This design comes from an exercise in tuning for small area on the open sky130 flow, not from production work.
Function was checked by simulation only, so behaviour that the tests miss may differ from the original.
Power and IR drop assume default switching activity.

==> v5 <==
==> flow/design.v <==
module ram_memory
#(
    parameter BUS_WIDTH = 32,
    parameter ADDR_BASE = 0,
    parameter MEM_SIZE = 64
)
(
    input clk,
    input nreset,
    input write_en,
    input [BUS_WIDTH - 1 : 0]addr_write,
    input [BUS_WIDTH - 1 : 0]data_write,
    input [BUS_WIDTH - 1 : 0]addr_read,
    output [BUS_WIDTH - 1 : 0]data_read,
    output ready
);
reg ready_buffer;
reg phase;
reg [MEM_SIZE - 1 : 0]valid;
wire [BUS_WIDTH - 1 : 0]addr_write_internal = addr_write - ADDR_BASE;
wire [BUS_WIDTH - 1 : 0]addr_read_internal = addr_read - ADDR_BASE;
wire read_in_range = addr_read_internal < MEM_SIZE;
wire write_in_range = addr_write_internal < MEM_SIZE;
wire write_ok = write_en & read_in_range & write_in_range;
wire [BUS_WIDTH - 1 : 0]data_write_coded = data_write ^ {BUS_WIDTH{~phase}};
assign ready = ready_buffer;
always @(posedge clk or negedge nreset)
begin
    if(!nreset)
    begin
        ready_buffer <= 1'b0;
        phase <= 1'b0;
    end
    else
    begin
        ready_buffer <= 1'b1;
        phase <= ~phase;
    end
end
wire [MEM_SIZE - 1 : 0]read_select;
wire [BUS_WIDTH - 1 : 0]word_data[MEM_SIZE - 1 : 0];
genvar w;
generate
for(w = 0; w < MEM_SIZE; w = w + 1)
begin : word
    wire write_word = write_ok & (addr_write_internal == w);
    reg [BUS_WIDTH - 1 : 0]data;
    always @(posedge clk or negedge nreset)
    begin
        if(!nreset)
            valid[w] <= 1'b0;
        else if(write_word)
            valid[w] <= 1'b1;
    end
    always @(posedge clk)
    begin
        if(write_word)
            data <= data_write_coded;
        else
            data <= ~data;
    end
    assign read_select[w] = (addr_read_internal == w);
    assign word_data[w] = data & {BUS_WIDTH{read_select[w]}};
end
endgenerate
reg [BUS_WIDTH - 1 : 0]read_coded;
integer index;
always @(*)
begin
    read_coded = 'd0;
    for(index = 0; index < MEM_SIZE; index = index + 1)
        read_coded = read_coded | word_data[index];
end
wire read_valid = read_in_range & valid[addr_read_internal[5:0]];
assign data_read = (read_coded ^ {BUS_WIDTH{phase}}) & {BUS_WIDTH{read_valid}};
endmodule
==> flow/flow/run.sh <==
#!/bin/bash
# Own layout flow: the standard synthesis, then the logic between its registers
# replaced by a hand-mapped netlist (flow/gen_netlist.py, same registers, same
# names and cell types), then the standard layout steps on that netlist.
set -euo pipefail
cd "$(dirname "$0")/.."
R=orfs/results/${FLOW_PLATFORM}/ram_memory/base

bash standard.sh synth > synth_std.log 2>&1

cp $R/1_2_yosys.v std_synth.v
python3 flow/gen_netlist.py hand_netlist.v std_synth.v > gen_netlist.log 2>&1
cp hand_netlist.v $R/1_2_yosys.v
rm -f $R/1_synth.odb $R/1_synth.sdc

export CTS_ARGS="-sink_clustering_enable -repair_clock_nets -dont_use_dummy_load -buf_list {sky130_fd_sc_hd__buf_4} -sink_clustering_size 11 -sink_clustering_max_diameter 60"
export BUFFER_PORTS_ARGS="-buffer_cell sky130_fd_sc_hd__buf_1"
bash standard.sh > layout.log 2>&1
==> flow/flow/gen_netlist.py <==
#!/usr/bin/env python3
"""Write the gate-level netlist of ram_memory (rtl/ram_memory.v) in sky130hd cells.

The registers are the ones the standard synthesis makes from the RTL, with the
same instance names and cell types; only the logic between them is mapped here
by hand:

  data flip-flop (word w, bit j):  D = o22ai(Q, we[w], dc[j], hold[w])
                                     = ~(we[w] ? dc[j] : Q)
      with dc[j] = data_write[j] ^ phase, hold[w] = ~we[w]
  read: per bit, a222oi/nand2 over the 64 words (one-hot select of the
        addressed word, only when in range and valid), a nand4/nand2, nor3,
        nand2 tree, then data_read = raw ^ (phase & any word selected)

usage: gen_netlist.py OUT.v [STANDARD_SYNTH.v]
With the standard synthesis netlist, checks that it holds exactly the same
registers (instance name and cell type) and fails otherwise.
"""
import re
import sys

W = 32        # BUS_WIDTH
N = 64        # MEM_SIZE
AB = 6        # address bits used inside the array
P = "sky130_fd_sc_hd__"


class Net:
    def __init__(self):
        self.lines = []
        self.wires = []
        self.k = 0
        self.regs = {}

    def wire(self, name=None):
        if name is None:
            name = f"n{self.k}"
            self.k += 1
        self.wires.append(name)
        return name

    def cell(self, typ, inst, **pins):
        conn = ", ".join(f".{p}({v})" for p, v in pins.items())
        self.lines.append(f"  {P}{typ} {inst} ({conn});")

    def g(self, typ, out_pin="Y", name=None, **pins):
        o = self.wire(name)
        self.cell(typ, f"g{self.k}_{len(self.lines)}", **pins, **{out_pin: o})
        return o

    def reg(self, typ, inst, **pins):
        self.regs[inst] = typ
        self.cell(typ, esc(inst), **pins)


def esc(name):
    return "\\" + name + " "


def zero_test(net, bits):
    """1 when every bit in bits is 0."""
    z = []
    for i in range(0, len(bits), 4):
        grp = bits[i:i + 4]
        if len(grp) == 4:
            z.append(net.g("nor4_1", A=grp[0], B=grp[1], C=grp[2], D=grp[3]))
        elif len(grp) == 3:
            z.append(net.g("nor3_1", A=grp[0], B=grp[1], C=grp[2]))
        elif len(grp) == 2:
            z.append(net.g("nor2_1", A=grp[0], B=grp[1]))
        else:
            z.append(net.g("inv_1", A=grp[0]))
    return and_all(net, z)


def and_all(net, sig):
    """AND of sig (active high), through alternating nand4 and nor3 levels."""
    while True:
        if len(sig) == 1:
            return sig[0]
        low = []
        for i in range(0, len(sig), 4):
            grp = sig[i:i + 4]
            typ = {4: "nand4_1", 3: "nand3_1", 2: "nand2_1", 1: "inv_1"}[len(grp)]
            pins = dict(zip("ABCD", grp)) if len(grp) > 1 else {"A": grp[0]}
            low.append(net.g(typ, **pins))
        if len(low) == 1:
            return net.g("inv_1", A=low[0])
        sig = []
        for i in range(0, len(low), 3):
            grp = low[i:i + 3]
            typ = {3: "nor3_1", 2: "nor2_1", 1: "inv_1"}[len(grp)]
            pins = dict(zip("ABC", grp)) if len(grp) > 1 else {"A": grp[0]}
            sig.append(net.g(typ, **pins))


def or_tree_low(net, terms, sizes=(4, 3, 2, 4, 2)):
    """OR of the functions whose complements are terms (active low), active high.
    Alternating nand and nor levels, sizes[k] inputs per gate at level k."""
    sig = terms
    low = True   # sig holds active-low values
    k = 0
    while len(sig) > 1 or low:
        step = sizes[k]
        k += 1
        nxt = []
        for i in range(0, len(sig), step):
            grp = sig[i:i + step]
            if low:
                typ = {4: "nand4_1", 3: "nand3_1", 2: "nand2_1", 1: "inv_1"}[len(grp)]
            else:
                typ = {4: "nor4_1", 3: "nor3_1", 2: "nor2_1", 1: "inv_1"}[len(grp)]
            pins = dict(zip("ABCD", grp)) if len(grp) > 1 else {"A": grp[0]}
            nxt.append(net.g(typ, **pins))
        sig = nxt
        low = not low
    return sig[0]


def or_tree_high(net, sig):
    """OR of sig (active high), through alternating nor4 and nand3 levels."""
    while True:
        low = []
        for i in range(0, len(sig), 4):
            grp = sig[i:i + 4]
            typ = {4: "nor4_1", 3: "nor3_1", 2: "nor2_1", 1: "inv_1"}[len(grp)]
            pins = dict(zip("ABCD", grp)) if len(grp) > 1 else {"A": grp[0]}
            low.append(net.g(typ, **pins))
        if len(low) == 1:
            return net.g("inv_1", A=low[0])
        sig = []
        for i in range(0, len(low), 4):
            grp = low[i:i + 4]
            typ = {4: "nand4_1", 3: "nand3_1", 2: "nand2_1", 1: "inv_1"}[len(grp)]
            pins = dict(zip("ABCD", grp)) if len(grp) > 1 else {"A": grp[0]}
            sig.append(net.g(typ, **pins))
        if len(sig) == 1:
            return sig[0]


def mux_terms(net, sel, val):
    """Active-low terms whose AND is ~OR(sel[i] & val[i])."""
    terms = []
    n = len(sel)
    i = 0
    while i < n:
        k = min(3, n - i)
        if k == 3:
            terms.append(net.g("a222oi_1", A1=sel[i], A2=val[i], B1=sel[i + 1], B2=val[i + 1],
                               C1=sel[i + 2], C2=val[i + 2]))
        elif k == 2:
            terms.append(net.g("a22oi_1", A1=sel[i], A2=val[i], B1=sel[i + 1], B2=val[i + 1]))
        else:
            terms.append(net.g("nand2_1", A=sel[i], B=val[i]))
        i += k
    return terms


def predecode(net, bits, extra=None):
    """8 one-hot lines from 3 address bits (and extra, if given)."""
    inv = [net.g("inv_1", A=b) for b in bits]
    out = []
    for v in range(8):
        lits = [bits[t] if (v >> t) & 1 else inv[t] for t in range(3)]
        if extra is None:
            out.append(net.g("and3_1", out_pin="X", A=lits[0], B=lits[1], C=lits[2]))
        else:
            out.append(net.g("and4_1", out_pin="X", A=lits[0], B=lits[1], C=lits[2], D=extra))
    return out


def build():
    net = Net()
    aw = [f"addr_write[{i}]" for i in range(W)]
    ar = [f"addr_read[{i}]" for i in range(W)]
    dw = [f"data_write[{i}]" for i in range(W)]
    dr = [f"data_read[{i}]" for i in range(W)]

    # ready and phase
    one = net.wire()
    net.cell("conb_1", "tie_hi", HI=one)
    net.reg("dfrtp_1", "ready_buffer$_DFF_PN0_", CLK="clk", D=one, Q="ready", RESET_B="nreset")
    phase = net.wire("phase")
    phase_d = net.g("inv_1", A=phase)
    net.reg("dfrtp_1", "phase$_DFF_PN0_", CLK="clk", D=phase_d, Q=phase, RESET_B="nreset")
    phase_w = net.g("buf_4", out_pin="X", A=phase)

    # address range
    rd_in = zero_test(net, ar[AB:])
    wr_in = zero_test(net, aw[AB:])
    write_ok = net.g("and3_1", out_pin="X", A="write_en", B=rd_in, C=wr_in)

    # write decode: we[w] = write_ok & (addr_write[5:0] == w)
    wlo = predecode(net, aw[0:3], extra=write_ok)
    whi = predecode(net, aw[3:6])
    we, hold = [], []
    for w in range(N):
        e = net.g("and2_2", out_pin="X", A=wlo[w % 8], B=whi[w // 8])
        we.append(e)
        hold.append(net.g("inv_2", A=e))

    # written data in the next cycle's encoding, inverted by the o22ai
    dc = []
    for j in range(W):
        x = net.g("xor2_1", out_pin="X", A=dw[j], B=phase_w)
        dc.append(net.g("buf_4", out_pin="X", A=x))

    # registers
    q = [[None] * W for _ in range(N)]
    valid = []
    for w in range(N):
        v = net.wire(esc(f"valid[{w}]"))
        vd = net.g("or2_1", out_pin="X", A=v, B=we[w])
        net.reg("dfrtp_1", f"valid[{w}]$_DFFE_PN0P_", CLK="clk", D=vd, Q=v, RESET_B="nreset")
        valid.append(v)
        for j in range(W):
            qq = net.wire(esc(f"word[{w}].data[{j}]"))
            d = net.g("o22ai_1", A1=qq, A2=we[w], B1=dc[j], B2=hold[w])
            net.reg("dfxtp_1", f"word[{w}].data[{j}]$_DFF_P_", CLK="clk", D=d, Q=qq)
            q[w][j] = qq

    # read decode: one-hot select of addr_read[5:0], only in range and only
    # for a word written since reset
    rlo = predecode(net, ar[0:3])
    rhi = predecode(net, ar[3:6], extra=rd_in)
    sel = [net.g("and3_2", out_pin="X", A=rlo[w % 8], B=rhi[w // 8], C=valid[w])
           for w in range(N)]

    # phase, where a word is selected (else the read is 0)
    any_sel = or_tree_high(net, sel)
    phase_g = net.g("and2_1", out_pin="X", A=phase, B=any_sel)
    phase_o = net.g("buf_4", out_pin="X", A=phase_g)

    for j in range(W):
        raw = or_tree_low(net, mux_terms(net, sel, [q[w][j] for w in range(N)]))
        net.cell("xor2_1", f"out_{j}", A=raw, B=phase_o, X=dr[j])

    return net


HEADER = """module ram_memory(clk, nreset, write_en, addr_write, data_write, addr_read, data_read, ready);
  input clk;
  input nreset;
  input write_en;
  input [31:0] addr_write;
  input [31:0] data_write;
  input [31:0] addr_read;
  output [31:0] data_read;
  output ready;
"""

REG = re.compile(r"^\s*(sky130_fd_sc_hd__\w+)\s+(\\\S+|\w+)\s*\(", re.M)


def std_regs(path):
    regs = {}
    for typ, inst in REG.findall(open(path).read()):
        short = typ[len(P):]
        if short.startswith(("df", "edf", "sdf", "dl")):
            regs[inst.lstrip("\\")] = short
    return regs


def main():
    net = build()
    if len(sys.argv) > 2:
        ref = std_regs(sys.argv[2])
        if ref != net.regs:
            miss = sorted(set(ref.items()) ^ set(net.regs.items()))[:10]
            sys.exit(f"registers differ from the standard synthesis: {miss}")
    with open(sys.argv[1], "w") as f:
        f.write(HEADER)
        for wname in net.wires:
            f.write(f"  wire {wname};\n")
        f.write("\n".join(net.lines))
        f.write("\nendmodule\n")


if __name__ == "__main__":
    main()
==> flow/standard.sh <==
#!/bin/bash
# synth_recipe.tcl (not shown) runs the flow's synth.tcl, then flattens the netlist and writes it again
# the make line also repeats each setting of config.mk as NAME=value (left out here)
make -C /OpenROAD-flow-scripts/flow DESIGN_CONFIG=/design/flow/config.mk WORK_HOME=/design/flow/orfs CLKGATE_MAP_FILE= SYNTH_SCRIPT=/design/flow/synth_recipe.tcl "${@:-finish}"
==> flow/config.mk <==
export PLATFORM = sky130hd
export DESIGN_NAME = ram_memory
export DESIGN_NICKNAME = ram_memory
export VERILOG_FILES = /design/flow/design.v
export SDC_FILE = /design/flow/constraint.sdc
export NUM_CORES = 8
export LEC_CHECK = 0
export CAP_MARGIN = 20
export CORE_MARGIN = 2
export CORE_UTILIZATION = 65
export GPL_TIMING_DRIVEN = 0
export PLACE_DENSITY = 0.75
export SETUP_SLACK_MARGIN = 0.1
export SLEW_MARGIN = 20
==> flow/constraint.sdc <==
create_clock -name core_clock -period 8.0 [get_ports {clk}]
set_input_delay 1.6000 -clock core_clock [delete_from_list [all_inputs] [get_ports {clk}]]
set_output_delay 1.6000 -clock core_clock [all_outputs]
set_load 0.01 [all_outputs]
==> v1 (differences from v5) <==
--- a/flow/flow/run.sh
+++ b/flow/flow/run.sh
@@ -14,5 +14,5 @@
 rm -f $R/1_synth.odb $R/1_synth.sdc
 
-export CTS_ARGS="-sink_clustering_enable -repair_clock_nets -dont_use_dummy_load -buf_list {sky130_fd_sc_hd__buf_4} -sink_clustering_size 11 -sink_clustering_max_diameter 60"
+export CTS_ARGS="-sink_clustering_enable -repair_clock_nets -dont_use_dummy_load -buf_list {sky130_fd_sc_hd__clkbuf_8} -sink_clustering_size 16 -sink_clustering_max_diameter 60"
 export BUFFER_PORTS_ARGS="-buffer_cell sky130_fd_sc_hd__buf_1"
 bash standard.sh > layout.log 2>&1
--- a/flow/flow/gen_netlist.py
+++ b/flow/flow/gen_netlist.py
@@ -95,5 +95,5 @@
 
 
-def or_tree_low(net, terms, sizes=(4, 3, 2, 4, 2)):
+def or_tree_low(net, terms, sizes=(4, 2, 4, 2, 4)):
     """OR of the functions whose complements are terms (active low), active high.
     Alternating nand and nor levels, sizes[k] inputs per gate at level k."""
- CORE_UTILIZATION: 65 -> 55
- PLACE_DENSITY: 0.75 -> 0.65
==> v2 (differences from v5) <==
--- a/flow/design.v
+++ b/flow/design.v
@@ -72,5 +72,5 @@
         read_coded = read_coded | word_data[index];
 end
-wire read_valid = read_in_range & valid[addr_read_internal[5:0]];
+wire read_valid = read_in_range & valid[addr_read_internal];
 assign data_read = (read_coded ^ {BUS_WIDTH{phase}}) & {BUS_WIDTH{read_valid}};
 endmodule
--- a/flow/flow/run.sh
+++ b/flow/flow/run.sh
@@ -14,5 +14,5 @@
 rm -f $R/1_synth.odb $R/1_synth.sdc
 
-export CTS_ARGS="-sink_clustering_enable -repair_clock_nets -dont_use_dummy_load -buf_list {sky130_fd_sc_hd__buf_4} -sink_clustering_size 11 -sink_clustering_max_diameter 60"
+export CTS_ARGS="-sink_clustering_enable -repair_clock_nets -dont_use_dummy_load -buf_list {sky130_fd_sc_hd__buf_4} -sink_clustering_size 12 -sink_clustering_max_diameter 40"
 export BUFFER_PORTS_ARGS="-buffer_cell sky130_fd_sc_hd__buf_1"
 bash standard.sh > layout.log 2>&1
--- a/flow/flow/gen_netlist.py
+++ b/flow/flow/gen_netlist.py
@@ -95,5 +95,5 @@
 
 
-def or_tree_low(net, terms, sizes=(4, 3, 2, 4, 2)):
+def or_tree_low(net, terms, sizes=(4, 2, 4, 2, 4)):
     """OR of the functions whose complements are terms (active low), active high.
     Alternating nand and nor levels, sizes[k] inputs per gate at level k."""
- CORE_UTILIZATION: 65 -> 75
- PLACE_DENSITY: 0.75 -> 0.85
==> summary of the runs <==
In v5 the global-route usage is lower than in v2, by 5.6 points. Between v2 and v1, the lower final area is in v2 (gap 1.6%, measured against v1). Power: v2 is smaller than v5 (0.68%). Register-to-register slack: v5 < v2 < v1. Clock power, highest first: v1, v5, v2.
==> figures <==
                                                                        v2                v5                 v1
Result of the run                                           finished clean    finished clean     finished clean
Insertion delay to the later sink of the worst-skew pair           1.06 ns           1.09 ns            0.94 ns
Total chip power                                                  0.0153 W          0.0154 W           0.0158 W
Height of the die                                                   303 µm            325 µm             353 µm
Sequential group share of total power                                0.687             0.682              0.664
Critical path buffer and inverter count                                  4                 2                  4
Clock Power                                                      0.00445 W         0.00457 W          0.00497 W
Shortest period the worst path allows                              7.66 ns           7.91 ns            7.64 ns
FILL cells                                                           5,751             7,850             10,300
FF-to-FF End                                              word[29].data[9]  word[38].data[0]  word[30].data[16]
Routed vias/inst                                                      8.53              8.25               7.79
Worst ir drop on vdd                                              0.186 mV          0.179 mV           0.201 mV

[port drivers added, routing unchanged]
In the flow no input, the clock included, has a driving cell. The finished layouts below were timed again as built, in two steps.
Step 1: set_driving_cell puts a clkbuf_16 on clk and a buf_2 on each other input, an assumption about the parent block.
Step 2 adds t to the input delays and takes it off the output delays; t is the mean of the earliest and latest rising clock arrival at the registers after step 1. Input paths then give back, and output paths get back, about the clock's delay inside the block.
Three values: ideal, step 1, step 2; two values: the first two.
| run | shift t [ns] | slack for setup (ns) | clock arrival spread, ns | pins driven straight from the clock port |
|---|---|---|---|---|
| v5 | 1.131 | 0.090 / 0.050 / 0.050 | 0.085 / 0.085 | 1 |
| v1 | 0.993 | 0.360 / 0.163 / 0.163 | 0.077 / 0.078 | 1 |
| v2 | 1.114 | 0.341 / 0.320 / 0.320 | 0.062 / 0.062 | 1 |
After both steps every run listed still meets setup and hold. The setup slack of v1, which loses most, moves by -0.197 ns with the drivers and by -0.197 ns with both steps.
